What follows belongs to an exercise in optimizing a design on an open flow for a short achievable clock period and few clock cycles; a production flow would make more cautious choices. The RTL was checked by simulation tests, not by an equivalence proof against the original design.

File: flow/flow/run.sh
#!/bin/bash
# Own layout flow: the standard ORFS flow, with timing repair asked to
# leave 31 ns of setup slack at the 40 ns clock, so that repair_timing works
# on every path longer than 9 ns instead of stopping once 40 ns is met.
# The clock, constraints, synthesis, floorplan, power grid and tap cells are
# the standard ones. make's full output goes to layout.log in this folder;
# ORFS's per-step logs stay under orfs/logs.
set -euo pipefail
bash standard.sh SETUP_SLACK_MARGIN=31 finish > layout.log 2>&1
File: flow/standard.sh
#!/bin/bash
# synth_recipe.tcl (not shown) runs the flow's synth.tcl, then flattens the netlist and writes it again
# the make line also repeats each setting of config.mk as NAME=value (left out here)
make -C /OpenROAD-flow-scripts/flow DESIGN_CONFIG=/design/flow/config.mk WORK_HOME=/design/flow/orfs CLKGATE_MAP_FILE= SYNTH_SCRIPT=/design/flow/synth_recipe.tcl "${@:-finish}"
File: flow/config.mk
export PLATFORM = sky130hd
export DESIGN_NAME = lc4_processor
export DESIGN_NICKNAME = lc4_processor
export VERILOG_FILES = /design/flow/design.v
export SDC_FILE = /design/flow/constraint.sdc
export NUM_CORES = 4
export LEC_CHECK = 0
export CAP_MARGIN = 20
export CORE_MARGIN = 2
export CORE_UTILIZATION = 50
export SLEW_MARGIN = 20
File: flow/constraint.sdc
create_clock -name core_clock -period 40.0 [get_ports {clk}]
set_input_delay 8.0000 -clock core_clock [delete_from_list [all_inputs] [get_ports {clk}]]
set_output_delay 8.0000 -clock core_clock [all_outputs]
set_load 0.01 [all_outputs]
File: flow/design.v
`timescale 1ns / 1ps
`default_nettype none
module Nbit_reg #(parameter n=1, r=0)
   (input  wire [n-1:0] in,
    output wire [n-1:0] out,
    input  wire         clk,
    input  wire         we,
    input  wire         gwe,
    input  wire         rst
    );
   reg [n-1:0] state;
   assign out = state;
   always @(posedge clk) 
     begin 
       if (gwe & rst) 
         state <= r;
       else if (gwe & we) 
         state <= in; 
     end
endmodule
`timescale 1ns / 1ps
`default_nettype none
module lc4_decoder(input  wire [15:0] insn,
                   output wire [ 2:0] r1sel,       
                   output wire        r1re,
                   output wire [ 2:0] r2sel,       
                   output wire        r2re,
                   output wire [ 2:0] wsel,        
                   output wire        regfile_we,
                   output wire        nzp_we,
                   output wire        is_load,
                   output wire        is_store,
                   output wire        is_br,       
                   output wire        is_jdir,     
                   output wire        is_jind,     
                   output wire        is_div,      
                   output wire        is_mul,
                   output wire        is_pcp1      
                   );
   wire [3:0] op = insn[15:12];
   wire is_arith   = (op == 4'h1);
   wire is_cmp     = (op == 4'h2);
   wire is_jsr     = (insn[15:11] == 5'b01001);
   wire is_jsrr    = (insn[15:11] == 5'b01000);
   wire is_logic   = (op == 4'h5);
   wire is_ldr     = (op == 4'h6);
   wire is_str     = (op == 4'h7);
   wire is_rti     = (op == 4'h8);
   wire is_const   = (op == 4'h9);
   wire is_shift   = (op == 4'hA);
   wire is_jmpr    = (insn[15:11] == 5'b11000);
   wire is_jmp     = (insn[15:11] == 5'b11001);
   wire is_hiconst = (op == 4'hD);
   wire is_trap    = (op == 4'hF);
   wire is_mod     = is_shift & (insn[5:4] == 2'b11);
   assign r1sel = (is_cmp | is_hiconst) ? insn[11:9] : is_rti ? 3'd7 : insn[8:6];
   assign r1re  = is_arith | is_cmp | is_jsrr | is_logic | is_ldr | is_str | is_rti |
                  is_shift | is_jmpr | is_hiconst;
   assign r2sel = is_str ? insn[11:9] : insn[2:0];
   assign r2re  = (is_arith & ~insn[5]) | (is_cmp & ~insn[8]) |
                  (is_logic & ~insn[5] & (insn[4:3] != 2'b01)) | is_str | is_mod;
   assign wsel  = (is_jsr | is_jsrr | is_trap) ? 3'd7 : insn[11:9];
   assign regfile_we = is_arith | is_jsr | is_jsrr | is_logic | is_ldr | is_const |
                       is_shift | is_hiconst | is_trap;
   assign nzp_we   = regfile_we | is_cmp;
   assign is_load  = is_ldr;
   assign is_store = is_str;
   assign is_br    = (op == 4'h0) & (insn[11:9] != 3'b000);
   assign is_jdir  = is_jmp | is_jsr | is_trap;
   assign is_jind  = is_jmpr | is_jsrr | is_rti;
   assign is_div   = (is_arith & (insn[5:3] == 3'b011)) | is_mod;
   assign is_mul   = is_arith & (insn[5:3] == 3'b001);
   assign is_pcp1  = is_jsr | is_jsrr | is_trap;
endmodule
`timescale 1ns / 1ps
`default_nettype none
module lc4_divider
  (input  wire        clk,
   input  wire        gwe,
   input  wire        start,
   input  wire [15:0] i_dividend,
   input  wire [15:0] i_divisor,
   output wire [15:0] o_remainder,
   output wire [15:0] o_quotient);
   reg [15:0] s_rem, s_dvd, s_dsr;
   reg [17:0] s_dsr3;
   function [31:0] step4;
      input [31:0] st;
      input [15:0] d;
      input [17:0] d3;
      reg [17:0] r4;
      reg [18:0] t1, t2, t3;
      begin
         r4 = {st[31:16], st[15:14]};
         t1 = {1'b0, r4} - {3'b000, d};
         t2 = {1'b0, r4} - {2'b00, d, 1'b0};
         t3 = {1'b0, r4} - {1'b0, d3};
         if (!t3[18])      step4 = {t3[15:0], st[13:0], 2'd3};
         else if (!t2[18]) step4 = {t2[15:0], st[13:0], 2'd2};
         else if (!t1[18]) step4 = {t1[15:0], st[13:0], 2'd1};
         else              step4 = {r4[15:0], st[13:0], 2'd0};
      end
   endfunction
   wire [0:0] fr1;
   wire [1:0] fr2;
   wire [2:0] fr3;
   wire [3:0] fr4;
   wire [3:0] fq;
   wire       g1 = (i_divisor[15:1] == 15'd0) & ({i_dividend[15]} >= i_divisor[0:0]);
   assign fr1 = g1 ? {i_dividend[15]} - i_divisor[0:0] : {i_dividend[15]};
   wire [1:0] c2 = {fr1, i_dividend[14]};
   wire       g2 = (i_divisor[15:2] == 14'd0) & (c2 >= i_divisor[1:0]);
   assign fr2 = g2 ? c2 - i_divisor[1:0] : c2;
   wire [2:0] c3 = {fr2, i_dividend[13]};
   wire       g3 = (i_divisor[15:3] == 13'd0) & (c3 >= i_divisor[2:0]);
   assign fr3 = g3 ? c3 - i_divisor[2:0] : c3;
   wire [3:0] c4 = {fr3, i_dividend[12]};
   wire       g4 = (i_divisor[15:4] == 12'd0) & (c4 >= i_divisor[3:0]);
   assign fr4 = g4 ? c4 - i_divisor[3:0] : c4;
   assign fq = {g1, g2, g3, g4};
   wire [31:0] f4 = {12'h000, fr4, i_dividend[11:0], fq};
   wire [31:0] n1 = step4({s_rem, s_dvd}, s_dsr, s_dsr3);
   wire [31:0] n2 = step4(n1, s_dsr, s_dsr3);
   always @(posedge clk) begin
      if (gwe) begin
         if (start) begin
            s_rem  <= f4[31:16];
            s_dvd  <= f4[15:0];
            s_dsr  <= i_divisor;
            s_dsr3 <= {2'b00, i_divisor} + {1'b0, i_divisor, 1'b0};
         end else begin
            s_rem <= n2[31:16];
            s_dvd <= n2[15:0];
         end
      end
   end
   wire dz = (s_dsr == 16'h0000);
   assign o_remainder = dz ? 16'h0000 : n2[31:16];
   assign o_quotient  = dz ? 16'h0000 : n2[15:0];
endmodule
`timescale 1ns / 1ps
`default_nettype none
module lc4_alu(input  wire [15:0] i_insn,
               input  wire [15:0] i_pcp1,
               input  wire [15:0] i_r1data,
               input  wire [15:0] i_r2data,
               input  wire [15:0] i_m1,       
               input  wire [15:0] i_m2,
               output wire [15:0] o_result,
               output reg  [15:0] o_fast);    
   wire [15:0] rs = i_r1data;
   wire [15:0] rt = i_r2data;
   wire [15:0] sx5 = {{11{i_insn[4]}}, i_insn[4:0]};
   wire        cmp_signed = ~i_insn[7];
   wire [16:0] c1 = {cmp_signed & rs[15], rs};
   wire [16:0] c2 = i_insn[8] ? (cmp_signed ? {{10{i_insn[6]}}, i_insn[6:0]} : {10'h0, i_insn[6:0]})
                              : {cmp_signed & rt[15], rt};
   wire [16:0] cd = c1 - c2;
   wire [15:0] cmp_res = (c1 == c2) ? 16'h0000 : cd[16] ? 16'hFFFF : 16'h0001;
   wire [31:0] sra32 = {{16{rs[15]}}, rs} >> i_insn[3:0];
   wire [15:0] sra = sra32[15:0];
   wire is_mul = (i_insn[15:12] == 4'h1) & (i_insn[5:3] == 3'b001);
   wire [15:0] mul = i_m1 * i_m2;
   assign o_result = is_mul ? mul : o_fast;
   always @(*) begin
      case (i_insn[15:12])
        4'h1: begin
           if (i_insn[5]) o_fast = rs + sx5;
           else case (i_insn[4:3])
                  2'd0: o_fast = rs + rt;
                  2'd1: o_fast = 16'h0000;
                  2'd2: o_fast = rs - rt;
                  default: o_fast = 16'h0000;
                endcase
        end
        4'h2: o_fast = cmp_res;
        4'h5: begin
           if (i_insn[5]) o_fast = rs & sx5;
           else case (i_insn[4:3])
                  2'd0: o_fast = rs & rt;
                  2'd1: o_fast = ~rs;
                  2'd2: o_fast = rs | rt;
                  default: o_fast = rs ^ rt;
                endcase
        end
        4'h9: o_fast = {{7{i_insn[8]}}, i_insn[8:0]};
        4'hA: case (i_insn[5:4])
                2'd0: o_fast = rs << i_insn[3:0];
                2'd1: o_fast = sra;
                2'd2: o_fast = rs >> i_insn[3:0];
                default: o_fast = 16'h0000;
              endcase
        4'hD: o_fast = {i_insn[7:0], rs[7:0]};
        4'h4, 4'hF: o_fast = i_pcp1;
        default: o_fast = 16'h0000;
      endcase
   end
endmodule
`timescale 1ns / 1ps
`default_nettype none
module lc4_regfile_ss #(parameter n = 16)
   (input  wire         clk,
    input  wire         gwe,
    input  wire         rst,
    input  wire [  2:0] i_rs_A,
    output wire [n-1:0] o_rs_data_A,
    input  wire [  2:0] i_rt_A,
    output wire [n-1:0] o_rt_data_A,
    input  wire [  2:0] i_rs_B,
    output wire [n-1:0] o_rs_data_B,
    input  wire [  2:0] i_rt_B,
    output wire [n-1:0] o_rt_data_B,
    input  wire [  2:0] i_rd_A,
    input  wire [n-1:0] i_wdata_A,
    input  wire         i_rd_we_A,
    input  wire [  2:0] i_rd_B,
    input  wire [n-1:0] i_wdata_B,
    input  wire         i_rd_we_B);
   reg [n-1:0] r [0:7];
   integer i;
   always @(posedge clk) begin
      if (gwe) begin
         for (i = 0; i < 8; i = i + 1) begin
            if (rst) r[i] <= {n{1'b0}};
            else if (i_rd_we_B && i_rd_B == i) r[i] <= i_wdata_B;
            else if (i_rd_we_A && i_rd_A == i) r[i] <= i_wdata_A;
         end
      end
   end
   wire [n-1:0] q0 = r[0], q1 = r[1], q2 = r[2], q3 = r[3], q4 = r[4], q5 = r[5], q6 = r[6], q7 = r[7];
   function [n-1:0] rd;
      input [2:0] s;
      input weA, weB;
      input [2:0] dA, dB;
      input [n-1:0] wA, wB, v0, v1, v2, v3, v4, v5, v6, v7;
      begin
         if (weB && dB == s) rd = wB;
         else if (weA && dA == s) rd = wA;
         else case (s)
           3'd0: rd = v0; 3'd1: rd = v1; 3'd2: rd = v2; 3'd3: rd = v3;
           3'd4: rd = v4; 3'd5: rd = v5; 3'd6: rd = v6; default: rd = v7;
         endcase
      end
   endfunction
   assign o_rs_data_A = rd(i_rs_A, i_rd_we_A, i_rd_we_B, i_rd_A, i_rd_B, i_wdata_A, i_wdata_B, q0, q1, q2, q3, q4, q5, q6, q7);
   assign o_rt_data_A = rd(i_rt_A, i_rd_we_A, i_rd_we_B, i_rd_A, i_rd_B, i_wdata_A, i_wdata_B, q0, q1, q2, q3, q4, q5, q6, q7);
   assign o_rs_data_B = rd(i_rs_B, i_rd_we_A, i_rd_we_B, i_rd_A, i_rd_B, i_wdata_A, i_wdata_B, q0, q1, q2, q3, q4, q5, q6, q7);
   assign o_rt_data_B = rd(i_rt_B, i_rd_we_A, i_rd_we_B, i_rd_A, i_rd_B, i_wdata_A, i_wdata_B, q0, q1, q2, q3, q4, q5, q6, q7);
endmodule
`timescale 1ns / 1ps
`default_nettype none
module lc4_processor(input wire         clk,
                     input wire         rst,
                     input wire         gwe,
                     output wire [15:0] o_cur_pc,
                     input wire [15:0]  i_cur_insn_A,
                     input wire [15:0]  i_cur_insn_B,
                     output wire [15:0] o_dmem_addr,
                     input wire [15:0]  i_cur_dmem_data,
                     output wire        o_dmem_we,
                     output wire [15:0] o_dmem_towrite,
                     output wire [ 1:0] test_stall_A,
                     output wire [ 1:0] test_stall_B,
                     output wire [15:0] test_cur_pc_A,
                     output wire [15:0] test_cur_pc_B,
                     output wire [15:0] test_cur_insn_A,
                     output wire [15:0] test_cur_insn_B,
                     output wire        test_regfile_we_A,
                     output wire        test_regfile_we_B,
                     output wire [ 2:0] test_regfile_wsel_A,
                     output wire [ 2:0] test_regfile_wsel_B,
                     output wire [15:0] test_regfile_data_A,
                     output wire [15:0] test_regfile_data_B,
                     output wire        test_nzp_we_A,
                     output wire        test_nzp_we_B,
                     output wire [ 2:0] test_nzp_new_bits_A,
                     output wire [ 2:0] test_nzp_new_bits_B,
                     output wire        test_dmem_we_A,
                     output wire        test_dmem_we_B,
                     output wire [15:0] test_dmem_addr_A,
                     output wire [15:0] test_dmem_addr_B,
                     output wire [15:0] test_dmem_data_A,
                     output wire [15:0] test_dmem_data_B
                     );
   localparam DIV_N     = 4;      
   localparam ALT_FETCH = 1'b1;
   localparam ALT_MINQ  = 3'd1;
   localparam D_RESOLVE = 1'b1;
   localparam CASCADE   = 1'b1;
   localparam EARLY_LD  = 1'b1;
   localparam EARLY_ST  = 1'b1;
   localparam DIV_PRE   = 1'b0;
   localparam SPLIT_BR  = 1'b0;   
   function [2:0] nzp_of;
      input [15:0] v;
      begin
         nzp_of = v[15] ? 3'b100 : (v == 16'h0000) ? 3'b010 : 3'b001;
      end
   endfunction
   reg [15:0] f_pc;
   reg        f_alt;         
   reg        f_altB;        
   reg [15:0] f_resume;      
   reg [3:0]  q_v;
   reg [15:0] q_insn [0:3];
   reg [15:0] q_pc   [0:3];
   reg [15:0] q_pnpc [0:3];
   reg [15:0] q_pcp1 [0:3];
   reg [3:0]  q_pn;                  
   localparam BTB_AW = 5;                  
   localparam BTB_N  = 1 << BTB_AW;
   reg        btb_v   [0:BTB_N-1];
   reg [1:0]  btb_c   [0:BTB_N-1];            
   reg [15:0] btb_ti  [0:BTB_N-1];            
   reg        btb_tiv [0:BTB_N-1];
   reg        fill_pend;                      
   reg [BTB_AW-1:0] fill_idx;                 
   reg        buA_ind, buB_ind;
   reg [15:BTB_AW] btb_tag [0:BTB_N-1];
   reg [15:0] btb_tgt [0:BTB_N-1];
   reg        buA_set, buA_clr, buB_set, buB_clr;    
   reg        buA_hit, buB_hit;
   reg [15:0] buA_pc, buA_tgt, buB_pc, buB_tgt;
   reg        xA_v, xB_v;
   reg [15:0] xA_insn, xB_insn, xA_pc, xB_pc, xA_pcp1, xB_pcp1;
   reg [15:0] xA_pnpc, xB_pnpc, xA_tgt, xB_tgt;
   reg        xA_badt, xB_badt, xA_badnt, xB_badnt;
   reg        xA_we, xB_we, xA_nzw, xB_nzw, xA_ld, xB_ld, xA_st, xB_st;
   reg        xB_c1, xB_c2;
   reg        xA_early, xB_early, xA_nl, xB_nl;   
   reg        xA_est, mA_est;                     
   reg [15:0] xA_esd;
   reg        xA_br, xB_br, xA_jd, xB_jd, xA_ji, xB_ji, xA_div, xA_mul, xB_mul;
   reg [2:0]  xA_rd, xB_rd;
   reg [15:0] xA_op1, xA_op2, xB_op1, xB_op2;
   reg [3:0]  xA_s1, xA_s2, xB_s1, xB_s2;      
   reg [4:0]  xA_sd;                           
   reg [5:0]  xB_sd;                           
   reg [3:0]  xA_ns;                           
   reg [4:0]  xB_ns;                           
   reg [2:0]  div_cnt;
   reg        x_hold_r;
   reg        xA_pre;        
   reg        mA_v, mB_v;
   reg [15:0] mA_insn, mB_insn, mA_pc, mB_pc, mA_res, mB_res;
   reg        mA_we, mB_we, mA_nzw, mB_nzw, mA_ld, mB_ld, mA_st, mB_st;
   reg [2:0]  mA_rd, mB_rd, mA_nzp, mB_nzp;
   reg [15:0] mem_addr, mem_wdata;
   reg        mem_we;
   reg [1:0]  wA_stall, wB_stall;
   reg [15:0] wA_insn, wB_insn, wA_pc, wB_pc, wA_data, wB_data;
   reg        wA_we, wB_we, wA_nzw, wB_nzw, wA_st, wB_st;
   reg [2:0]  wA_rd, wB_rd, wA_nzp, wB_nzp;
   reg [15:0] mA_daddr, mB_daddr, wA_daddr, wB_daddr, wA_ddata, wB_ddata;
   reg [2:0]  nzp_reg;
   wire [15:0] f_pcp1 = f_pc + 16'd1;
   wire [1:0]  buA_c = btb_c[buA_pc[BTB_AW-1:0]];
   wire [1:0]  buB_c = btb_c[buB_pc[BTB_AW-1:0]];
   wire [15:0] f_pcp2 = f_pc + 16'd2;
   wire [BTB_AW-1:0] bi0 = f_pc[BTB_AW-1:0];
   wire [BTB_AW-1:0] bi1 = f_pcp1[BTB_AW-1:0];
   wire        hit0 = btb_v[bi0] & btb_c[bi0][1] & (btb_tag[bi0] == f_pc[15:BTB_AW]);
   wire        hit1 = btb_v[bi1] & btb_c[bi1][1] & (btb_tag[bi1] == f_pcp1[15:BTB_AW]);
   wire [15:0] tgt0 = btb_tgt[bi0];
   wire [15:0] tgt1 = btb_tgt[bi1];
   wire [15:0] pnpc0 = hit0 ? tgt0 : f_pcp1;
   wire [15:0] pnpc1 = hit1 ? tgt1 : f_pcp2;
   wire        pn0 = ~hit0 | (tgt0 == f_pcp1);
   wire        pn1 = ~hit1 | (tgt1 == f_pcp2);
   wire        tic0 = hit0 & btb_tiv[bi0];
   wire [15:0] tgt0p1 = tgt0 + 16'd1;
   wire        fv1 = ~hit0 | tic0;
   wire [15:0] f1_insn = tic0 ? btb_ti[bi0] : i_cur_insn_B;
   wire [15:0] f1_pc   = tic0 ? tgt0 : f_pcp1;
   wire [15:0] f1_pnpc = tic0 ? tgt0p1 : pnpc1;
   wire [15:0] f1_pcp1 = tic0 ? tgt0p1 : f_pcp2;
   wire        f1_pn   = tic0 | pn1;
   wire [15:0] f_pred = hit0 ? (tic0 ? tgt0p1 : tgt0) : hit1 ? tgt1 : f_pcp2;
   assign o_cur_pc = f_pc;
   wire [15:0] dA_insn = q_insn[0], dB_insn = q_insn[1];
   wire [15:0] dA_pc = q_pc[0], dB_pc = q_pc[1];
   wire [15:0] dA_pnpc = q_pnpc[0], dB_pnpc = q_pnpc[1];
   wire [15:0] dA_pcp1 = q_pcp1[0], dB_pcp1 = q_pcp1[1];
   wire        dA_v = q_v[0], dB_v = q_v[1];
   wire [2:0] dA_r1, dA_r2, dA_rd, dB_r1, dB_r2, dB_rd;
   wire dA_r1re, dA_r2re, dA_we, dA_nzw, dA_ld, dA_st, dA_br, dA_jd, dA_ji, dA_div, dA_mul, dA_pcp1s;
   wire dB_r1re, dB_r2re, dB_we, dB_nzw, dB_ld, dB_st, dB_br, dB_jd, dB_ji, dB_div, dB_mul, dB_pcp1s;
   lc4_decoder decA(.insn(dA_insn), .r1sel(dA_r1), .r1re(dA_r1re), .r2sel(dA_r2), .r2re(dA_r2re),
                    .wsel(dA_rd), .regfile_we(dA_we), .nzp_we(dA_nzw), .is_load(dA_ld), .is_store(dA_st),
                    .is_br(dA_br), .is_jdir(dA_jd), .is_jind(dA_ji), .is_div(dA_div), .is_mul(dA_mul),
                    .is_pcp1(dA_pcp1s));
   lc4_decoder decB(.insn(dB_insn), .r1sel(dB_r1), .r1re(dB_r1re), .r2sel(dB_r2), .r2re(dB_r2re),
                    .wsel(dB_rd), .regfile_we(dB_we), .nzp_we(dB_nzw), .is_load(dB_ld), .is_store(dB_st),
                    .is_br(dB_br), .is_jdir(dB_jd), .is_jind(dB_ji), .is_div(dB_div), .is_mul(dB_mul),
                    .is_pcp1(dB_pcp1s));
   wire [15:0] rf_A1, rf_A2, rf_B1, rf_B2;
   lc4_regfile_ss regfile(.clk(clk), .gwe(gwe), .rst(rst),
                          .i_rs_A(dA_r1), .o_rs_data_A(rf_A1), .i_rt_A(dA_r2), .o_rt_data_A(rf_A2),
                          .i_rs_B(dB_r1), .o_rs_data_B(rf_B1), .i_rt_B(dB_r2), .o_rt_data_B(rf_B2),
                          .i_rd_A(wA_rd), .i_wdata_A(wA_data), .i_rd_we_A(wA_we),
                          .i_rd_B(wB_rd), .i_wdata_B(wB_data), .i_rd_we_B(wB_we));
   function [15:0] dtarget;
      input [15:0] insn;
      input [15:0] pc;
      input [15:0] pcp1;
      begin
         case (insn[15:12])
           4'h0:    dtarget = pcp1 + {{7{insn[8]}}, insn[8:0]};
           4'hC:    dtarget = pcp1 + {{5{insn[10]}}, insn[10:0]};
           4'h4:    dtarget = {pc[15], insn[10:0], 4'h0};
           4'hF:    dtarget = {8'h80, insn[7:0]};
           default: dtarget = pcp1;
         endcase
      end
   endfunction
   wire [15:0] dA_tgt = dtarget(dA_insn, dA_pc, dA_pcp1);
   wire [15:0] dB_tgt = dtarget(dB_insn, dB_pc, dB_pcp1);
   wire dA_eqt = (dA_pnpc == dA_tgt), dB_eqt = (dB_pnpc == dB_tgt);
   wire dA_eqn = q_pn[0], dB_eqn = q_pn[1];
   wire dA_al = dA_jd | (dA_br & (dA_insn[11:9] == 3'b111));
   wire dB_al = dB_jd | (dB_br & (dB_insn[11:9] == 3'b111));
   wire [15:0] fastA, fastB;
   wire hXB = xB_v & xB_nzw, hXA = xA_v & xA_nzw, hMB = mB_v & mB_nzw, hMA = mA_v & mA_nzw;
   wire [2:0] d_nzp = hXB ? nzp_of(fastB) : hXA ? nzp_of(fastA) : hMB ? mB_nzp : hMA ? mA_nzp :
                      wB_nzw ? wB_nzp : wA_nzw ? wA_nzp : nzp_reg;
   wire d_nzp_ok = hXB ? ~(xB_ld | xB_mul | xB_c1 | xB_c2) : hXA ? ~(xA_ld | xA_mul | xA_div) :
                   hMB ? ~mB_ld : hMA ? ~mA_ld : 1'b1;
   wire dA_res = dA_br & ~dA_al & d_nzp_ok & D_RESOLVE;
   wire dB_res = dB_br & ~dB_al & d_nzp_ok & ~dA_nzw & D_RESOLVE;
   wire dA_tk = |(dA_insn[11:9] & d_nzp);
   wire dB_tk = |(dB_insn[11:9] & d_nzp);
   wire dA_mis_s = dA_al ? ~dA_eqt : dA_br ? (~dA_res & ~(dA_eqt | dA_eqn)) : dA_ji ? 1'b0 : ~dA_eqn;
   wire dB_mis_s = dB_al ? ~dB_eqt : dB_br ? (~dB_res & ~(dB_eqt | dB_eqn)) : dB_ji ? 1'b0 : ~dB_eqn;
   wire dA_mis = dA_mis_s | (dA_res & (dA_tk ? ~dA_eqt : ~dA_eqn));
   wire dB_mis = dB_mis_s | (dB_res & (dB_tk ? ~dB_eqt : ~dB_eqn));
   wire dA_pt = dA_al | (dA_res ? dA_tk : dA_eqt);
   wire dB_pt = dB_al | (dB_res ? dB_tk : dB_eqt);
   wire [15:0] dA_np = dA_pt ? dA_tgt : dA_pcp1;     
   wire [15:0] dB_np = dB_pt ? dB_tgt : dB_pcp1;
   wire dA_o0 = (dA_insn[8:0] == 9'd0), dB_o0 = (dB_insn[8:0] == 9'd0);
   function [4:0] fwd;    
      input [2:0] r;
      input xbv, xbwe, xbld; input [2:0] xbrd;
      input xav, xawe, xald; input [2:0] xard;
      input mbv, mbwe;       input [2:0] mbrd;
      input mav, mawe;       input [2:0] mard;
      reg hxb, hxa, hmb, hma;
      begin
         hxb = xbv & xbwe & (xbrd == r);
         hxa = xav & xawe & (xard == r);
         hmb = mbv & mbwe & (mbrd == r);
         hma = mav & mawe & (mard == r);
         fwd[4] = (hxb & xbld) | (~hxb & hxa & xald);
         fwd[3] = hxb;
         fwd[2] = ~hxb & hxa;
         fwd[1] = ~hxb & ~hxa & hmb;
         fwd[0] = ~hxb & ~hxa & ~hmb & hma;
      end
   endfunction
   wire [4:0] fA1 = fwd(dA_r1, xB_v, xB_we, xB_nl, xB_rd, xA_v, xA_we, xA_nl, xA_rd, mB_v, mB_we, mB_rd, mA_v, mA_we, mA_rd);
   wire [4:0] fA2 = fwd(dA_r2, xB_v, xB_we, xB_nl, xB_rd, xA_v, xA_we, xA_nl, xA_rd, mB_v, mB_we, mB_rd, mA_v, mA_we, mA_rd);
   wire [4:0] fB1 = fwd(dB_r1, xB_v, xB_we, xB_nl, xB_rd, xA_v, xA_we, xA_nl, xA_rd, mB_v, mB_we, mB_rd, mA_v, mA_we, mA_rd);
   wire [4:0] fB2 = fwd(dB_r2, xB_v, xB_we, xB_nl, xB_rd, xA_v, xA_we, xA_nl, xA_rd, mB_v, mB_we, mB_rd, mA_v, mA_we, mA_rd);
   wire [4:0] fN  = fwd(3'd0, xB_v, xB_nzw, xB_nl, 3'd0, xA_v, xA_nzw, xA_nl, 3'd0, mB_v, mB_nzw, 3'd0, mA_v, mA_nzw, 3'd0);
   wire hB1 = dA_we & (dA_rd == dB_r1);
   wire hB2 = dA_we & (dA_rd == dB_r2);
   wire x_hold;
   wire x_misp;
   wire stallA = (dA_r1re & fA1[4]) | (dA_r2re & ~dA_st & fA2[4]) | (dA_br & fN[4]);
   wire casc_ok = CASCADE & ~dA_ld & ~dA_mul & ~dA_div & ~dB_mul & ~dB_div & ~dB_ji;
   wire dB_c1 = dB_r1re & hB1;
   wire dB_c2 = dB_r2re & ~dB_st & hB2;
   wire stallB = (dB_r1re & (hB1 ? ~casc_ok : fB1[4])) |
                 (dB_r2re & ~dB_st & (hB2 ? ~casc_ok : fB2[4])) |
                 (dB_br & (dA_nzw ? (dA_ld | dA_mul | dA_div | (SPLIT_BR & ~dB_al)) : fN[4]));
   wire issA = dA_v & ~x_hold & ~stallA;
   wire x_nmem = (xA_v & (xA_nl | (xA_st & ~xA_est))) | (xB_v & (xB_nl | xB_st));   
   wire eA_ok = EARLY_LD & dA_ld & ~x_nmem & ~fA1[3] & ~fA1[2] & ~(fA1[1] & mB_ld) & ~(fA1[0] & mA_ld);
   wire eB_ok = EARLY_LD & dB_ld & ~x_nmem & ~fB1[3] & ~fB1[2] & ~(fB1[1] & mB_ld) & ~(fB1[0] & mA_ld) &
                ~hB1 & ~dA_st & ~(dA_ld & eA_ok) & ~dA_div;
   wire [15:0] baseA = fA1[1] ? mB_res : fA1[0] ? mA_res : rf_A1;
   wire [15:0] baseB = fB1[1] ? mB_res : fB1[0] ? mA_res : rf_B1;
   wire [15:0] eaddrA = baseA + {{10{dA_insn[5]}}, dA_insn[5:0]};
   wire [15:0] eaddrB = baseB + {{10{dB_insn[5]}}, dB_insn[5:0]};
   wire esA_ok = EARLY_ST & dA_st & ~x_nmem & ~fA1[3] & ~fA1[2] & ~(fA1[1] & mB_ld) & ~(fA1[0] & mA_ld) &
                 ~fA2[3] & ~fA2[2] & ~(fA2[1] & mB_ld) & ~(fA2[0] & mA_ld);
   wire [15:0] esdA = fA2[1] ? mB_res : fA2[0] ? mA_res : rf_A2;
   wire mem2_ok = (dA_ld & eA_ok) | (dA_ld & dB_ld & eB_ok) | (dA_st & esA_ok);
   wire divB_ok = ~dB_br & ~dB_jd & ~dB_ji & ~hB1 & ~hB2;
   wire issB = issA & dB_v & ~stallB & ~dA_mis_s & (~dA_div | divB_ok) & ~dB_div &
               ~((dA_ld | dA_st) & (dB_ld | dB_st) & ~mem2_ok);
   wire d_redir = ~x_misp & ((issA & dA_mis) | (issB & dB_mis));
   wire [15:0] d_tgt = (issA & dA_mis) ? dA_np : dB_np;
   function [15:0] byp;
      input [3:0] s;
      input [15:0] v, mb, ma, wb, wa;
      begin
         byp = ({16{s[3]}} & mb) | ({16{s[2]}} & ma) | ({16{s[1]}} & wb) | ({16{s[0]}} & wa) |
               ({16{~|s}} & v);
      end
   endfunction
   wire [15:0] opA1 = byp(xA_s1, xA_op1, mB_res, mA_res, wB_data, wA_data);
   wire [15:0] opA2 = byp(xA_s2, xA_op2, mB_res, mA_res, wB_data, wA_data);
   wire [15:0] opB1 = byp(xB_s1, xB_op1, mB_res, mA_res, wB_data, wA_data);
   wire [15:0] opB2 = byp(xB_s2, xB_op2, mB_res, mA_res, wB_data, wA_data);
   wire [15:0] opB1c = xB_c1 ? fastA : opB1;
   wire [15:0] opB2c = xB_c2 ? fastA : opB2;
   wire [15:0] aluA, aluB;
   lc4_alu alu_A(.i_insn(xA_insn), .i_pcp1(xA_pcp1), .i_r1data(opA1), .i_r2data(opA2),
                 .i_m1(opA1), .i_m2(opA2), .o_result(aluA), .o_fast(fastA));
   lc4_alu alu_B(.i_insn(xB_insn), .i_pcp1(xB_pcp1), .i_r1data(opB1c), .i_r2data(opB2c),
                 .i_m1(opB1), .i_m2(opB2), .o_result(aluB), .o_fast());
   lc4_alu alu_Bn(.i_insn(xB_insn), .i_pcp1(xB_pcp1), .i_r1data(opB1), .i_r2data(opB2),
                  .i_m1(16'h0000), .i_m2(16'h0000), .o_result(), .o_fast(fastB));
   wire [15:0] div_rem, div_quo;
   wire div_pre = DIV_PRE & dA_div & ~fA1[3] & ~fA1[2] & ~(fA1[1] & mB_ld) & ~(fA1[0] & mA_ld) &
                  ~fA2[3] & ~fA2[2] & ~(fA2[1] & mB_ld) & ~(fA2[0] & mA_ld);
   wire [15:0] dvA1 = fA1[1] ? mB_res : fA1[0] ? mA_res : rf_A1;
   wire [15:0] dvA2 = fA2[1] ? mB_res : fA2[0] ? mA_res : rf_A2;
   wire div_pre_go = issA & div_pre;
   wire div_start = div_pre_go | (xA_v & xA_div & ~xA_pre & (div_cnt == 3'd0));
   lc4_divider divider
     (.clk(clk), .gwe(gwe), .start(div_start),
      .i_dividend(div_pre_go ? dvA1 : opA1), .i_divisor(div_pre_go ? dvA2 : opA2),
      .o_remainder(div_rem), .o_quotient(div_quo));
   assign x_hold = x_hold_r;     
   wire [15:0] resA = xA_est ? xA_esd : xA_early ? i_cur_dmem_data : xA_div ? (xA_insn[15] ? div_rem : div_quo) : aluA;
   wire [15:0] resB = xB_early ? i_cur_dmem_data : aluB;
   wire [15:0] addrA = opA1 + {{10{xA_insn[5]}}, xA_insn[5:0]};
   wire [15:0] addrB = opB1c + {{10{xB_insn[5]}}, xB_insn[5:0]};
   wire [15:0] sdA = xA_sd[4] ? i_cur_dmem_data : byp(xA_sd[3:0], xA_op2, mB_res, mA_res, wB_data, wA_data);
   wire [15:0] sdB = xB_sd[5] ? aluA : xB_sd[4] ? i_cur_dmem_data :
                     byp(xB_sd[3:0], xB_op2, mB_res, mA_res, wB_data, wA_data);
   wire [2:0] nzA = xA_ns[3] ? mB_nzp : xA_ns[2] ? mA_nzp : xA_ns[1] ? wB_nzp : xA_ns[0] ? wA_nzp : nzp_reg;
   wire [2:0] nzB = xB_ns[4] ? nzp_of(fastA) :
                    xB_ns[3] ? mB_nzp : xB_ns[2] ? mA_nzp : xB_ns[1] ? wB_nzp : xB_ns[0] ? wA_nzp : nzp_reg;
   wire tkA = |(xA_insn[11:9] & nzA);
   wire tkB = |(xB_insn[11:9] & nzB);
   wire mpA = xA_v & ((xA_br & (tkA ? xA_badt : xA_badnt)) | (xA_ji & (opA1 != xA_pnpc)));
   wire mpB = xB_v & ~mpA & ((xB_br & (tkB ? xB_badt : xB_badnt)) | (xB_ji & (opB1 != xB_pnpc)));
   assign x_misp = mpA | mpB;
   wire [15:0] actA = xA_ji ? opA1 : tkA ? xA_tgt : xA_pcp1;
   wire [15:0] actB = xB_ji ? opB1 : tkB ? xB_tgt : xB_pcp1;
   wire [15:0] x_tgt = mpA ? actA : actB;
   wire uA = xA_v & (xA_br | xA_jd | xA_ji);
   wire uB = xB_v & ~mpA & (xB_br | xB_jd | xB_ji);
   wire takA = ~xA_br | tkA;
   wire takB = ~xB_br | tkB;
   wire [15:0] ctA = xA_ji ? opA1 : xA_tgt;
   wire [15:0] ctB = xB_ji ? opB1 : xB_tgt;
   wire [2:0] q_n = q_v[0] + q_v[1] + q_v[2] + q_v[3];
   wire [1:0] q_k = issA + issB;
   wire [2:0] q_pos = q_n - q_k;
   wire alt_ok_A = dA_br & ~dA_al & ~dA_res & ~dA_o0;
   wire alt_ok_B = dB_br & ~dB_al & ~dB_res & ~dB_o0;
   wire alt_start = ~x_misp & ~d_redir & ALT_FETCH &
                    ((issA & alt_ok_A) | (issB & alt_ok_B)) & (q_pos >= ALT_MINQ);
   wire alt_useB = ~(issA & alt_ok_A);
   wire [15:0] alt_pc = alt_useB ? (dB_eqt ? dB_pcp1 : dB_tgt) : (dA_eqt ? dA_pcp1 : dA_tgt);
   wire alt_hit = f_alt & (f_altB ? mpB : mpA);
   wire       f_acc = alt_hit | (~f_alt & ~x_misp & ~d_redir & (q_pos <= 3'd2));
   wire       q_flush = x_misp | d_redir;
   wire [2:0] ins_pos = alt_hit ? 3'd0 : q_pos;
   wire [15:0] main_next = f_alt ? f_resume : f_acc ? f_pred : f_pc;
   integer i, j;
   reg [3:0]  nq_v;
   reg [15:0] nq_insn [0:3];
   reg [15:0] nq_pc   [0:3];
   reg [15:0] nq_pnpc [0:3];
   reg [15:0] nq_pcp1 [0:3];
   reg [3:0]  nq_pn;
   always @(*) begin
      for (i = 0; i < 4; i = i + 1) begin
         if (i + q_k < 4) begin
            nq_v[i]    = q_v[i + q_k];
            nq_insn[i] = q_insn[i + q_k];
            nq_pc[i]   = q_pc[i + q_k];
            nq_pnpc[i] = q_pnpc[i + q_k];
            nq_pcp1[i] = q_pcp1[i + q_k];
            nq_pn[i]   = q_pn[i + q_k];
         end else begin
            nq_v[i]    = 1'b0;
            nq_insn[i] = q_insn[3];
            nq_pc[i]   = q_pc[3];
            nq_pnpc[i] = q_pnpc[3];
            nq_pcp1[i] = q_pcp1[3];
            nq_pn[i]   = q_pn[3];
         end
         if (q_pos == i) begin
            nq_insn[i] = i_cur_insn_A;
            nq_pc[i]   = f_pc;
            nq_pnpc[i] = pnpc0;
            nq_pcp1[i] = f_pcp1;
            nq_pn[i]   = pn0;
         end
         if (q_pos + 1 == i) begin
            nq_insn[i] = f1_insn;
            nq_pc[i]   = f1_pc;
            nq_pnpc[i] = f1_pnpc;
            nq_pcp1[i] = f1_pcp1;
            nq_pn[i]   = f1_pn;
         end
         if (alt_hit && i == 0) begin
            nq_insn[i] = i_cur_insn_A;
            nq_pc[i]   = f_pc;
            nq_pnpc[i] = pnpc0;
            nq_pcp1[i] = f_pcp1;
            nq_pn[i]   = pn0;
         end
         if (alt_hit && i == 1) begin
            nq_insn[i] = f1_insn;
            nq_pc[i]   = f1_pc;
            nq_pnpc[i] = f1_pnpc;
            nq_pcp1[i] = f1_pcp1;
            nq_pn[i]   = f1_pn;
         end
         if (q_flush) nq_v[i] = 1'b0;
         if (f_acc && ins_pos == i) nq_v[i] = 1'b1;
         if (f_acc && ins_pos + 1 == i) nq_v[i] = fv1;
      end
   end
   always @(posedge clk) begin
      if (gwe) begin
         if (rst) begin
            f_pc <= 16'h8200;
            f_alt <= 1'b0;
            q_v <= 4'b0000;
            for (j = 0; j < BTB_N; j = j + 1) begin
               btb_v[j] <= 1'b0;
               btb_tiv[j] <= 1'b0;
            end
            fill_pend <= 1'b0;
            buA_set <= 1'b0; buA_clr <= 1'b0; buB_set <= 1'b0; buB_clr <= 1'b0;
            x_hold_r <= 1'b0;
            xA_v <= 1'b0; xB_v <= 1'b0;
            div_cnt <= 3'd0;
            mA_v <= 1'b0; mB_v <= 1'b0; mem_we <= 1'b0;
            wA_stall <= 2'd2; wB_stall <= 2'd2;
            wA_we <= 1'b0; wB_we <= 1'b0; wA_nzw <= 1'b0; wB_nzw <= 1'b0;
            nzp_reg <= 3'b000;
         end else begin
            f_pc <= alt_hit ? f_pred : x_misp ? x_tgt : d_redir ? d_tgt : alt_start ? alt_pc : main_next;
            f_alt <= alt_start;
            f_altB <= alt_useB;
            if (alt_start) f_resume <= main_next;
            q_v <= nq_v;
            q_pn <= nq_pn;
            fill_pend <= hit0 & ~btb_tiv[bi0] &
                         (alt_hit | (~x_misp & ~d_redir & ~alt_start & ~f_alt & f_acc)) &
                         ~(buA_set & (buA_pc[BTB_AW-1:0] == bi0)) & ~(buB_set & (buB_pc[BTB_AW-1:0] == bi0));
            fill_idx <= bi0;
            if (fill_pend) begin
               btb_ti[fill_idx] <= i_cur_insn_A;
               btb_tiv[fill_idx] <= 1'b1;
            end
            buA_ind <= xA_ji; buB_ind <= xB_ji;
            buA_set <= uA & takA;
            buA_clr <= uA & ~takA;
            buA_hit <= btb_v[xA_pc[BTB_AW-1:0]] & (btb_tag[xA_pc[BTB_AW-1:0]] == xA_pc[15:BTB_AW]);
            buB_set <= uB & takB;
            buB_clr <= uB & ~takB;
            buB_hit <= btb_v[xB_pc[BTB_AW-1:0]] & (btb_tag[xB_pc[BTB_AW-1:0]] == xB_pc[15:BTB_AW]);
            if (buA_set) begin
               btb_v[buA_pc[BTB_AW-1:0]] <= 1'b1;
               btb_tag[buA_pc[BTB_AW-1:0]] <= buA_pc[15:BTB_AW];
               btb_tgt[buA_pc[BTB_AW-1:0]] <= buA_tgt;
               btb_c[buA_pc[BTB_AW-1:0]] <= ~buA_hit ? 2'd3 : (buA_c == 2'd3) ? 2'd3 : buA_c + 2'd1;
               if (~buA_hit | buA_ind) btb_tiv[buA_pc[BTB_AW-1:0]] <= 1'b0;
            end else if (buA_clr & buA_hit)
               btb_c[buA_pc[BTB_AW-1:0]] <= (buA_c == 2'd0) ? 2'd0 : buA_c - 2'd1;
            if (buB_set) begin
               btb_v[buB_pc[BTB_AW-1:0]] <= 1'b1;
               btb_tag[buB_pc[BTB_AW-1:0]] <= buB_pc[15:BTB_AW];
               btb_tgt[buB_pc[BTB_AW-1:0]] <= buB_tgt;
               btb_c[buB_pc[BTB_AW-1:0]] <= ~buB_hit ? 2'd3 : (buB_c == 2'd3) ? 2'd3 : buB_c + 2'd1;
               if (~buB_hit | buB_ind) btb_tiv[buB_pc[BTB_AW-1:0]] <= 1'b0;
            end else if (buB_clr & buB_hit)
               btb_c[buB_pc[BTB_AW-1:0]] <= (buB_c == 2'd0) ? 2'd0 : buB_c - 2'd1;
            div_cnt <= x_hold ? div_cnt + 3'd1 : 3'd0;
            x_hold_r <= x_hold ? (div_cnt != (xA_pre ? DIV_N - 3 : DIV_N - 2)) : (issA & dA_div & ~x_misp);
            if (~x_hold) begin
               xA_v <= issA & ~x_misp;
               xB_v <= issB & ~x_misp & ~dA_mis;
            end
            mA_v <= xA_v & ~x_hold;
            mB_v <= xB_v & ~mpA & ~x_hold;
            mem_we <= (((xA_v & xA_st & ~xA_est) | (xB_v & xB_st & ~mpA)) & ~x_hold) |
                      (issA & esA_ok & ~x_misp);
            wA_stall <= mA_v ? 2'd0 : 2'd2;
            wB_stall <= mB_v ? 2'd0 : 2'd2;
            wA_we <= mA_v & mA_we;
            wB_we <= mB_v & mB_we;
            wA_nzw <= mA_v & mA_nzw;
            wB_nzw <= mB_v & mB_nzw;
            if (wB_nzw) nzp_reg <= wB_nzp;
            else if (wA_nzw) nzp_reg <= wA_nzp;
         end
         for (j = 0; j < 4; j = j + 1) begin
            q_insn[j] <= nq_insn[j];
            q_pc[j]   <= nq_pc[j];
            q_pnpc[j] <= nq_pnpc[j];
            q_pcp1[j] <= nq_pcp1[j];
         end
         if (~x_hold) begin
            xA_insn <= dA_insn; xA_pc <= dA_pc; xA_pcp1 <= dA_pcp1; xA_pnpc <= dA_pnpc; xA_tgt <= dA_tgt;
            xA_badt <= ~dA_pt & ~dA_o0; xA_badnt <= dA_pt & ~dA_o0;
            xA_we <= dA_we; xA_nzw <= dA_nzw; xA_ld <= dA_ld; xA_st <= dA_st;
            xA_early <= eA_ok; xA_nl <= dA_ld & ~eA_ok;
            xA_est <= esA_ok; xA_esd <= esdA;
            xA_br <= dA_br; xA_jd <= dA_jd; xA_ji <= dA_ji; xA_div <= dA_div; xA_pre <= div_pre; xA_mul <= dA_mul; xA_rd <= dA_rd;
            xA_op1 <= rf_A1; xA_op2 <= rf_A2;
            xA_s1 <= fA1[3:0]; xA_s2 <= fA2[3:0];
            xA_sd <= {fA2[4], fA2[3] & ~xB_nl, fA2[2] & ~xA_nl, fA2[1:0]};
            xA_ns <= fN[3:0];
            xB_insn <= dB_insn; xB_pc <= dB_pc; xB_pcp1 <= dB_pcp1; xB_pnpc <= dB_pnpc; xB_tgt <= dB_tgt;
            xB_badt <= ~dB_pt & ~dB_o0; xB_badnt <= dB_pt & ~dB_o0;
            xB_we <= dB_we; xB_nzw <= dB_nzw; xB_ld <= dB_ld; xB_st <= dB_st;
            xB_early <= eB_ok; xB_nl <= dB_ld & ~eB_ok;
            xB_br <= dB_br; xB_jd <= dB_jd; xB_ji <= dB_ji; xB_mul <= dB_mul; xB_c1 <= dB_c1; xB_c2 <= dB_c2; xB_rd <= dB_rd;
            xB_op1 <= rf_B1; xB_op2 <= rf_B2;
            xB_s1 <= fB1[3:0]; xB_s2 <= fB2[3:0];
            xB_sd <= hB2 ? (dA_ld ? 6'b010000 : 6'b100000) :
                     {1'b0, fB2[4], fB2[3] & ~xB_nl, fB2[2] & ~xA_nl, fB2[1:0]};
            xB_ns <= dA_nzw ? 5'b10000 : {1'b0, fN[3:0]};
         end else begin
            xB_op1 <= opB1; xB_op2 <= xB_st ? sdB : opB2;
            xB_s1 <= 4'd0; xB_s2 <= 4'd0; xB_sd <= 6'd0;
         end
         buA_pc <= xA_pc; buA_tgt <= ctA; buB_pc <= xB_pc; buB_tgt <= ctB;
         mA_insn <= xA_insn; mA_pc <= xA_pc; mA_res <= resA; mA_nzp <= nzp_of(resA);
         mA_we <= xA_we; mA_nzw <= xA_nzw; mA_ld <= xA_nl; mA_st <= xA_st; mA_est <= xA_est; mA_rd <= xA_rd;
         mB_insn <= xB_insn; mB_pc <= xB_pc; mB_res <= resB; mB_nzp <= nzp_of(resB);
         mB_we <= xB_we; mB_nzw <= xB_nzw; mB_ld <= xB_nl; mB_st <= xB_st; mB_rd <= xB_rd;
         mem_addr <= x_nmem ? ((xA_v & (xA_nl | (xA_st & ~xA_est))) ? addrA : addrB) :
                     (issA & (eA_ok | esA_ok)) ? eaddrA : eaddrB;
         mA_daddr <= (xA_early | xA_est) ? mem_addr : addrA;
         mB_daddr <= xB_early ? mem_addr : addrB;
         mem_wdata <= (xA_v & xA_st & ~xA_est) ? sdA : (xB_v & xB_st) ? sdB : esdA;
         wA_insn <= mA_insn; wA_pc <= mA_pc; wA_rd <= mA_rd; wA_st <= mA_st;
         wA_data <= mA_ld ? i_cur_dmem_data : mA_res;
         wA_nzp  <= mA_ld ? nzp_of(i_cur_dmem_data) : mA_nzp;
         wB_insn <= mB_insn; wB_pc <= mB_pc; wB_rd <= mB_rd; wB_st <= mB_st;
         wB_data <= mB_ld ? i_cur_dmem_data : mB_res;
         wB_nzp  <= mB_ld ? nzp_of(i_cur_dmem_data) : mB_nzp;
         wA_daddr <= mA_daddr;
         wB_daddr <= mB_daddr;
         wA_ddata <= mA_ld ? i_cur_dmem_data : (mA_st & ~mA_est) ? mem_wdata : mA_res;
         wB_ddata <= mB_ld ? i_cur_dmem_data : mB_st ? mem_wdata : mB_res;
      end
   end
   assign o_dmem_addr    = mem_addr;
   assign o_dmem_we      = mem_we;
   assign o_dmem_towrite = mem_wdata;
   assign test_stall_A        = wA_stall;
   assign test_stall_B        = wB_stall;
   assign test_cur_pc_A       = wA_pc;
   assign test_cur_pc_B       = wB_pc;
   assign test_cur_insn_A     = wA_insn;
   assign test_cur_insn_B     = wB_insn;
   assign test_regfile_we_A   = wA_we;
   assign test_regfile_we_B   = wB_we;
   assign test_regfile_wsel_A = wA_rd;
   assign test_regfile_wsel_B = wB_rd;
   assign test_regfile_data_A = wA_data;
   assign test_regfile_data_B = wB_data;
   assign test_nzp_we_A       = wA_nzw;
   assign test_nzp_we_B       = wB_nzw;
   assign test_nzp_new_bits_A = wA_nzp;
   assign test_nzp_new_bits_B = wB_nzp;
   assign test_dmem_we_A      = wA_st;
   assign test_dmem_we_B      = wB_st;
   assign test_dmem_addr_A    = wA_daddr;
   assign test_dmem_addr_B    = wB_daddr;
   assign test_dmem_data_A    = wA_ddata;
   assign test_dmem_data_B    = wB_ddata;
endmodule
==> impl_results.md <==
* Max incr delay on CP at 0.56 ns
* CTS tree: yes
* Vias in the first global route at between 150k and 200k
* Synth area leaders: edfxtp_1 (42%), mux4_2 (12%), mux2_2 (5.7%), nand2_1 (4.2%), ha_1 (3.7%)
* Post-DP HPWL at 599000 um
* CP arrival at roughly 1.8 ns
* Min Tclk post-route at ~9.8 ns
* Global-route wire length before repair at 1240000 um
* Crit path launch type: register
* Clock Path Buffers at 4
* Hold Crit Class: register to register
* Synth unique cells at 104
* Core outline area at ~380000 um2
* Clk Latency, worst-skew pair at slightly above 1 ns
* R2r endpoint: mA_nzp[0]
* Max-Cap Viols at 0
* Die area at ~390000 um2
* Cells on worst reg2reg path at 29
* Most common cell in the synthesized netlist: edfxtp_1
* CP Max Fanout at 1
* Final WS setup at just over 30 ns
* Total gr overflow at 0
* Placed Area at between 200000 and 250000 um2
* TritonCTS buffer count at 320
* RSZ-0062 raised after global routing: yes
* Final Instance Area at ~220000 um2
* CTS clock-pin slew for the worst setup and hold paths at about 0.06 ns
* Fill cells at ~32k
* Reg2reg start: xA_s1[1]
* Min-delay src: mB_insn[14]
* Post-synth top flop: edfxtp_1
* Vias at ~170k
* Max Fclk at approximately 100 MHz
* CP max stage cell: edfxtp_1
* Yosys warnings at 13
* Area grow syn2layout at 16.8%
* Slew margin rel. at 0.0440
* Row cnt at between 200 and 250
* CTS Root Cell: clkbuf_16
* Final setup vio count at 0
* Most common library cells after synthesis: edfxtp_1 (2657), nand2_1 (2162), clkbuf_1 (1251)
* H-Tree Depth at 5
* Final Hold Fails at 0
* Routed Antenna Nets at 0
* Buf/Inv on CP at 1
* Initial antenna violation count at 59
* Drt total wl at 907000 um
* Die Width at 622 um
* Clk_skew at 0.0684 ns
* WL per Instance at 39.1 um
* Hold path cells at 0
* Crit-path leading delay family: flip-flops
* Synth async-reset ratio at 0
* Nets at 18.6k
* Initial Utilization at 0.501
* Crit. path cell count at 1
* Post-CTS Hold Fix Bufs at 0
* Largest net degree at the start of global routing at 140
* Crit. End Element: output port
* Area leader, netlist: edfxtp_1
* DRC at 0
* Cells along the critical path: buf_2
* GR Util All Layers at 0.454
* I/O Buffers at 279
* Sequential area share after synthesis at 0.427
* Layout cell share with drive strength beyond 1 at 0.248
* Top cell type's share of synthesized area at 0.417
* Crit path kind: register to output port
* Worst Path Required at around 32 ns
* Clk sinks at 2746
* Final hold slack at between 0.4 and 0.5 ns
* Mean Syn Cell Area at roughly 11 um2
* Synthesized area at roughly 190000 um2
* Vias per cell at 7.15
* FF+latch count, synth at ~2.7k
* Num ports at approximately 280
* Final Cycle Share at 0.244
* Chip height at roughly 620 um
* Placer Congestion at 1.09
* Placed Cells at ~22k
* Post-synth EDFFs at 2657
* Drt first pass iters at 8
* Setup slack, reg-to-reg at 30.87 ns
* Starting DRT DRC Count at around 27k
* Fin cells at 23.2k
* Worst-Margin Slew at around 1.4 ns
* Hold path endpoint: wB_insn[14]
* Slew Limit Fails at 0
* Post-Synthesis Cells at 17.5k
* Setup TNS at 0 ns
* Worst slack, placed at about 28 ns
* Status: finished clean
## worst max path at each step
stage                     from                endpoint
floorplan                  gwe                xA_badnt
global placement           gwe          btb_tgt[25][8]
detailed placement         gwe         btb_tag[13][10]
CTS                   wA_pc[2]        test_cur_pc_A[2]
global route        wB_data[7]  test_regfile_data_B[7]
finish                wB_pc[3]        test_cur_pc_B[3]
## cell families (layout without fill, tap and decap cells)
family	count (synthesis)	after routing	share of synthesized area
and+or+nand+nor	4619	4632	0.106
AOI/OAI and AO/OA	4268	4271	0.144
DFF	2746	2746	0.427
muxes	2388	2388	0.197
buffers and inverters	2181	2715	0.0433
adders and majority gates	757	757	0.0566
xor gates and xnor gates	580	580	0.0266
other	1	54	0.0000196
## stage by stage
step | util
final | 0.585
after global placement | 0.536
after global routing | 0.585
after floorplan | -
after detailed placement | 0.536
after CTS | 0.577
## area by class of cell
| class | instances | area, um2 | share of cell area |
|---|---|---|---|
| antenna | 52 | 130 | 0.000583 |
| clock buffer | 390 | 8470 | 0.0379 |
| clock inverter | 192 | 1990 | 0.00890 |
| inverter | 679 | 2700 | 0.0121 |
| multi-input combinational | 12600 | 107000 | 0.481 |
| sequential | 2746 | 81600 | 0.366 |
| tap | 5038 | 6300 | 0.0282 |
| timing repair buffer | 1453 | 14700 | 0.0657 |
| timing repair inverter | 1 | 8.76 | 0.0000392 |
## routing by layer
metal	routed length (um)	track usage
met5	306	0.00321
met4	99000	0.392
met3	115000	0.140
met2	384000	0.662
met1	308000	0.547
## cells in the final DEF, fill, tap and decap left out, types with 142 or more instances in the layout
cell type,n
a211oi_1,170
a21oi_1,1124
a22oi_1,306
buf_12,185
buf_2,157
buf_4,847
buf_6,142
clkbuf_16,342
edfxtp_1,2657
fa_1,181
ha_1,557
inv_1,614
mux2_2,421
mux2_4,544
mux2i_1,398
mux4_2,997
nand2_1,2124
nand3_1,324
nor2_1,1076
nor3_1,142
o211ai_1,227
o21ai_0,939
xnor2_1,420
xor2_1,142
## repair_timing
item                                    in CTS  in global routing
pin swaps                                   74                 59
gates cloned                                35                 17
endpoints found under the setup margin    3960               1879
buffers inserted                           310                136
gates resized for setup                   1507                215
Testbench counts, summed over its fixed seeds: cycles 19,348.

-- static timing again, ports no longer ideal --
No port has a modelled driver above. Below, the same layout with a new extraction and two added sets of constraints. Step 1 sets driving cells, clkbuf_16 on the clock port and buf_2 on the other inputs (assumed; they add their load-dependent delay and slew). Step 2 moves the port delays by t, midway between the first and last clock arrival at a register: inputs arrive t later, outputs are due t later. That takes back most of the time a late clock gives input paths. a / b / c = ideal ports / drivers / drivers and shift; a / b = the first two.
t (ns): 1.097
setup WS [ns]: 30.234 / 30.108 / 29.635
cell pins on the clock port's net: 1
After both steps setup and hold are still met in this run. The setup slack of this run moves by -0.126 ns with the drivers and by -0.599 ns with both steps.
